This design comes from an exercise in tuning for small area on the open sky130 flow, not from production work. Function was checked by simulation only, so behaviour that the tests miss may differ from the original. Power figures rest on the tool's default switching activity, not on a simulated workload.

Design riscv, start of the top module:
module riscv(
    input  wire        clk,
    input  wire        rst,
    input  wire [31:0] inst_i,
    output wire [31:0] inst_addr_o,
    output reg         inst_ce_o,
    input  wire [31:0] data_i,
    output wire        data_we_o,
    output wire        data_ce_o,
    output wire [31:0] data_addr_o,
    output wire [31:0] data_o
);
For scale: ~2,500 cells after synthesis, roughly 170 I/O pins.
clock: 10.0 ns
lec_check: 0
abc_area: 1
cap_margin: 10
core_margin: 2
core_utilization: 45
gpl_timing_driven: 0
setup_slack_margin: 0
slew_margin: 10
standard.sh (not shown) runs the stock make flow with config.mk's settings and CLKGATE_MAP_FILE= SYNTH_SCRIPT=/design/flow/synth_recipe.tcl, a recipe that flattens the netlist after the stock synthesis.
==> flow/flow/run.sh <==
#!/bin/bash
# The standard layout (standard.sh), except that:
#  - synthesis maps the logic with an area-only ABC script
#    (flow/abc_area.script) in place of ORFS's abc_area.script; everything
#    else in synthesis is ORFS's unchanged, so the registers keep the
#    standard synthesis's names and cells;
#  - clock tree synthesis inserts no dummy loads and clusters up to 16 sinks, buffered with sky130_fd_sc_hd__clkbuf_8;
#  - every input and output port still gets its own buffer, but a
#    sky130_fd_sc_hd__buf_1 rather than the buffer buffer_ports picks itself.
set -euo pipefail
W=$(pwd)
rm -rf "$W/scripts_mod"
cp -r "$FLOW_HOME/scripts" "$W/scripts_mod"
cp "$W/flow/abc_area.script" "$W/scripts_mod/abc_area.script"
SCRIPTS_DIR="$W/scripts_mod" bash "$W/standard.sh" synth > "$W/synth.log" 2>&1
export BUFFER_PORTS_ARGS="-buffer_cell sky130_fd_sc_hd__buf_1"
export CTS_ARGS="-sink_clustering_enable -repair_clock_nets -dont_use_dummy_load -sink_clustering_size 16 -sink_clustering_max_diameter 80 -buf_list sky130_fd_sc_hd__clkbuf_8"
bash "$W/standard.sh" finish > "$W/layout.log" 2>&1
==> flow/flow/abc_area.script <==
strash
dch -f
map -a
strash
dch -f
map -a
strash
dch -f
map -a
topo
==> next run, changes <==
- CAP_MARGIN: 10 -> 20
- SLEW_MARGIN: 10 -> 20
What happened: The changed run went through all stages and came out clean; setup slack gets worse by 0.11 ns; global-route usage barely changes; count of clock-buffer cells in the layout went up by 1.

========
Another version of the RTL of riscv (not shown whole).
For scale: about 2600 cells after synthesis, roughly 170 I/O pins, roughly 30000 sq um of cells after synthesis.
Settings: LEC_CHECK=0, ABC_AREA=1, CAP_MARGIN=20, CORE_MARGIN=2, CORE_UTILIZATION=45, GPL_TIMING_DRIVEN=0, SETUP_SLACK_MARGIN=0, SLEW_MARGIN=20; clock period 10.0 ns.
==> flow/flow/abc_area.script <==
strash
dch -f
map -a
topo
Scripts as last shown in full above: flow/flow/run.sh
The baseline completed with no timing, DRC or antenna violations.
Edit:
==> flow/run.sh (new file) <==
#!/bin/bash
# synth_recipe.tcl (not shown) runs the flow's synth.tcl, then flattens the netlist and writes it again
# the make line also repeats each setting of config.mk as NAME=value (left out here)
make -C /OpenROAD-flow-scripts/flow DESIGN_CONFIG=/design/flow/config.mk WORK_HOME=/design/flow/orfs CLKGATE_MAP_FILE= SYNTH_SCRIPT=/design/flow/synth_recipe.tcl finish
- CTS_CLUSTER_DIAMETER: default -> 100
- CTS_CLUSTER_SIZE: default -> 24
removed: flow/flow/run.sh
removed: flow/flow/abc_area.script
removed: flow/standard.sh
Effect: The changed run produced a clean layout; wire length grows by 16%; critical path depth shrinks by 11; clock-buffer cell count fell by 22; combinational power goes up by 34%; power went up by 6.8%; non-clock buffer count grows by 44; area after synthesis is higher by 4.1%; register-to-register slack gets better by 2300 ps; via count went up by 6.1%; sequential cell count stays the same; fmax grows by 22%.
Edit:
==> flow/flow/run.sh (new file) <==
#!/bin/bash
# The standard layout (standard.sh), except that:
#  - synthesis maps the logic with an area-only ABC script
#    (flow/abc_area.script) in place of ORFS's abc_area.script; everything
#    else in synthesis is ORFS's unchanged, so the registers keep the
#    standard synthesis's names and cells;
#  - clock tree synthesis inserts no dummy loads and clusters up to 24 sinks;
#  - every input and output port still gets its own buffer, but a
#    sky130_fd_sc_hd__buf_1 rather than the buffer buffer_ports picks itself.
set -euo pipefail
W=$(pwd)
rm -rf "$W/scripts_mod"
cp -r "$FLOW_HOME/scripts" "$W/scripts_mod"
cp "$W/flow/abc_area.script" "$W/scripts_mod/abc_area.script"
SCRIPTS_DIR="$W/scripts_mod" bash "$W/standard.sh" synth > "$W/synth.log" 2>&1
export BUFFER_PORTS_ARGS="-buffer_cell sky130_fd_sc_hd__buf_1"
export CTS_ARGS="-sink_clustering_enable -repair_clock_nets -dont_use_dummy_load -sink_clustering_size 24 -sink_clustering_max_diameter 100"
bash "$W/standard.sh" finish > "$W/layout.log" 2>&1
==> flow/flow/abc_area.script (new file) <==
strash
dch -f
map -a
topo
==> flow/standard.sh (new file) <==
#!/bin/bash
# synth_recipe.tcl (not shown) runs the flow's synth.tcl, then flattens the netlist and writes it again
# the make line also repeats each setting of config.mk as NAME=value (left out here)
make -C /OpenROAD-flow-scripts/flow DESIGN_CONFIG=/design/flow/config.mk WORK_HOME=/design/flow/orfs CLKGATE_MAP_FILE= SYNTH_SCRIPT=/design/flow/synth_recipe.tcl "${@:-finish}"
- CTS_CLUSTER_DIAMETER: 100 -> default
- CTS_CLUSTER_SIZE: 24 -> default
removed: flow/run.sh
The changed run went through all stages and came out clean.
Global-route usage goes down by 2.8 points.
Worst setup slack degrades by 1700 ps.
Count of clock-buffer cells in the layout goes down by 6.
Sequential share of layout area goes up by 4.4 points.
Clock skew goes up by 19 ps.
Combinational power goes down by 25%.
Flip-flop and latch count does not change.
Register-to-register slack degrades by 2300 ps.

========
riscv, a different RTL version from the one above (not shown whole).
For scale: roughly 1100 flip-flops, roughly 170 I/O pins, about 30000 sq um of cells after synthesis.
==> flow/config.mk <==
export PLATFORM = sky130hd
export DESIGN_NAME = riscv
export DESIGN_NICKNAME = riscv
export VERILOG_FILES = /design/flow/design.v
export SDC_FILE = /design/flow/constraint.sdc
export NUM_CORES = 4
export LEC_CHECK = 0
export ABC_AREA = 1
export CAP_MARGIN = 10
export CORE_MARGIN = 2
export CORE_UTILIZATION = 55
export GPL_TIMING_DRIVEN = 0
export SETUP_SLACK_MARGIN = 0
export SLEW_MARGIN = 10
==> flow/constraint.sdc <==
create_clock -name core_clock -period 10.0 [get_ports {clk}]
set_input_delay 2.0000 -clock core_clock [delete_from_list [all_inputs] [get_ports {clk}]]
set_output_delay 2.0000 -clock core_clock [all_outputs]
set_load 0.01 [all_outputs]
==> flow/flow/run.sh <==
#!/bin/bash
# The standard layout (standard.sh), except that:
#  - synthesis maps the logic with an area-only ABC script
#    (flow/abc_area.script) in place of ORFS's abc_area.script; everything
#    else in synthesis is ORFS's unchanged, so the registers keep the
#    standard synthesis's names and cells;
#  - clock tree synthesis inserts no dummy loads and clusters up to 24 sinks, buffered with sky130_fd_sc_hd__clkbuf_16;
#  - every input and output port still gets its own buffer, but a
#    sky130_fd_sc_hd__buf_1 rather than the buffer buffer_ports picks itself.
set -euo pipefail
W=$(pwd)
rm -rf "$W/scripts_mod"
cp -r "$FLOW_HOME/scripts" "$W/scripts_mod"
cp "$W/flow/abc_area.script" "$W/scripts_mod/abc_area.script"
SCRIPTS_DIR="$W/scripts_mod" bash "$W/standard.sh" synth > "$W/synth.log" 2>&1
export BUFFER_PORTS_ARGS="-buffer_cell sky130_fd_sc_hd__buf_1"
export CTS_ARGS="-sink_clustering_enable -repair_clock_nets -dont_use_dummy_load -sink_clustering_size 24 -sink_clustering_max_diameter 100 -buf_list sky130_fd_sc_hd__clkbuf_16"
bash "$W/standard.sh" finish > "$W/layout.log" 2>&1
==> flow/flow/abc_area.script <==
strash
dch -f
map -a
strash
dch -f
map -a
strash
dch -f
map -a
topo
The starting point finished with timing, DRC and antenna clean.
Change:
==> flow/flow/run.sh (replaced) <==
#!/bin/bash
# The standard layout (standard.sh), except that:
#  - synthesis maps the logic with an area-only ABC script
#    (flow/abc_area.script) in place of ORFS's abc_area.script; everything
#    else in synthesis is ORFS's unchanged, so the registers keep the
#    standard synthesis's names and cells;
#  - clock tree synthesis inserts no dummy loads and clusters up to 16 sinks, buffered with sky130_fd_sc_hd__clkbuf_8;
#  - every input and output port still gets its own buffer, but a
#    sky130_fd_sc_hd__buf_1 rather than the buffer buffer_ports picks itself.
set -euo pipefail
W=$(pwd)
rm -rf "$W/scripts_mod"
cp -r "$FLOW_HOME/scripts" "$W/scripts_mod"
cp "$W/flow/abc_area.script" "$W/scripts_mod/abc_area.script"
SCRIPTS_DIR="$W/scripts_mod" bash "$W/standard.sh" synth > "$W/synth.log" 2>&1
export BUFFER_PORTS_ARGS="-buffer_cell sky130_fd_sc_hd__buf_1"
export CTS_ARGS="-sink_clustering_enable -repair_clock_nets -dont_use_dummy_load -sink_clustering_size 16 -sink_clustering_max_diameter 80 -buf_list sky130_fd_sc_hd__clkbuf_8"
bash "$W/standard.sh" finish > "$W/layout.log" 2>&1
Result:
- worst setup slack gets better by 58 ps
- core utilization decreases by 0.37 points
- clock power came out lower by roughly a tenth
- hold slack hardly moves
- clock-buffer cell count came out higher by 29
- power fell by a few percent
- critical path depth is unchanged
- design area shrinks slightly
- combinational power goes down slightly
Change:
CORE_UTILIZATION = 65   (was 55)
What happened: The changed run produced a clean layout; sequential share of layout area grows by 0.21 points; worst setup slack degrades by 12 ps; die area shrinks by 15%.

==> static timing again, ports no longer ideal <==
How much do the figures lean on ideal ports? The routed layouts below were timed once more, with nothing changed but the port constraints.
Step 1: set_driving_cell puts a clkbuf_16 on clk and a buf_2 on each other input, an assumption about the parent block.
Step 2, shift: input delay + t, output delay - t, t = (earliest + latest rising clock arrival at the registers) / 2. This alone moves slack from input paths to output paths.
a / b / c = ideal / step 1 / step 2; a / b = the first two.
run | t (ns) | slack for setup (ns) | worst setup path at the end | latest minus earliest clock arrival (ns) | worst register clock-pin slew, ns
the first run of note 1 | 0.728 | 0.477 / 0.447 / -0.281 | input to register | 0.067 / 0.068 | 0.11 / 0.11
the second run of note 1 | 0.722 | 0.371 / 0.334 / -0.388 | input to register | 0.073 / 0.074 | 0.11 / 0.11
the first run of note 2 | 0.729 | 0.892 / 0.892 / 0.309 | input to register | 0.079 / 0.078 | 0.11 / 0.11
the second run of note 2 | 0.708 | 2.554 / 2.533 / 1.825 | input to register | 0.039 / 0.039 | 0.10 / 0.10
the third run of note 2 | 0.656 | 0.848 / 0.852 / 0.196 | input to register | 0.057 / 0.058 | 0.10 / 0.10
the first run of note 3 | 0.655 | 0.630 / 0.630 / 0.630 | register to register | 0.042 / 0.042 | 0.10 / 0.10
the second run of note 3 | 0.724 | 0.688 / 0.688 / 0.688 | register to register | 0.057 / 0.057 | 0.10 / 0.10
the third run of note 3 | 0.727 | 0.676 / 0.676 / 0.111 | input to register | 0.094 / 0.095 | 0.11 / 0.11
Met with ideal ports but missed after step 2: setup timing in the first run of note 1 and the second run of note 1. For the second run of note 1, which loses most, drivers alone change the setup slack by -0.037 ns; drivers and shift together by -0.759 ns.
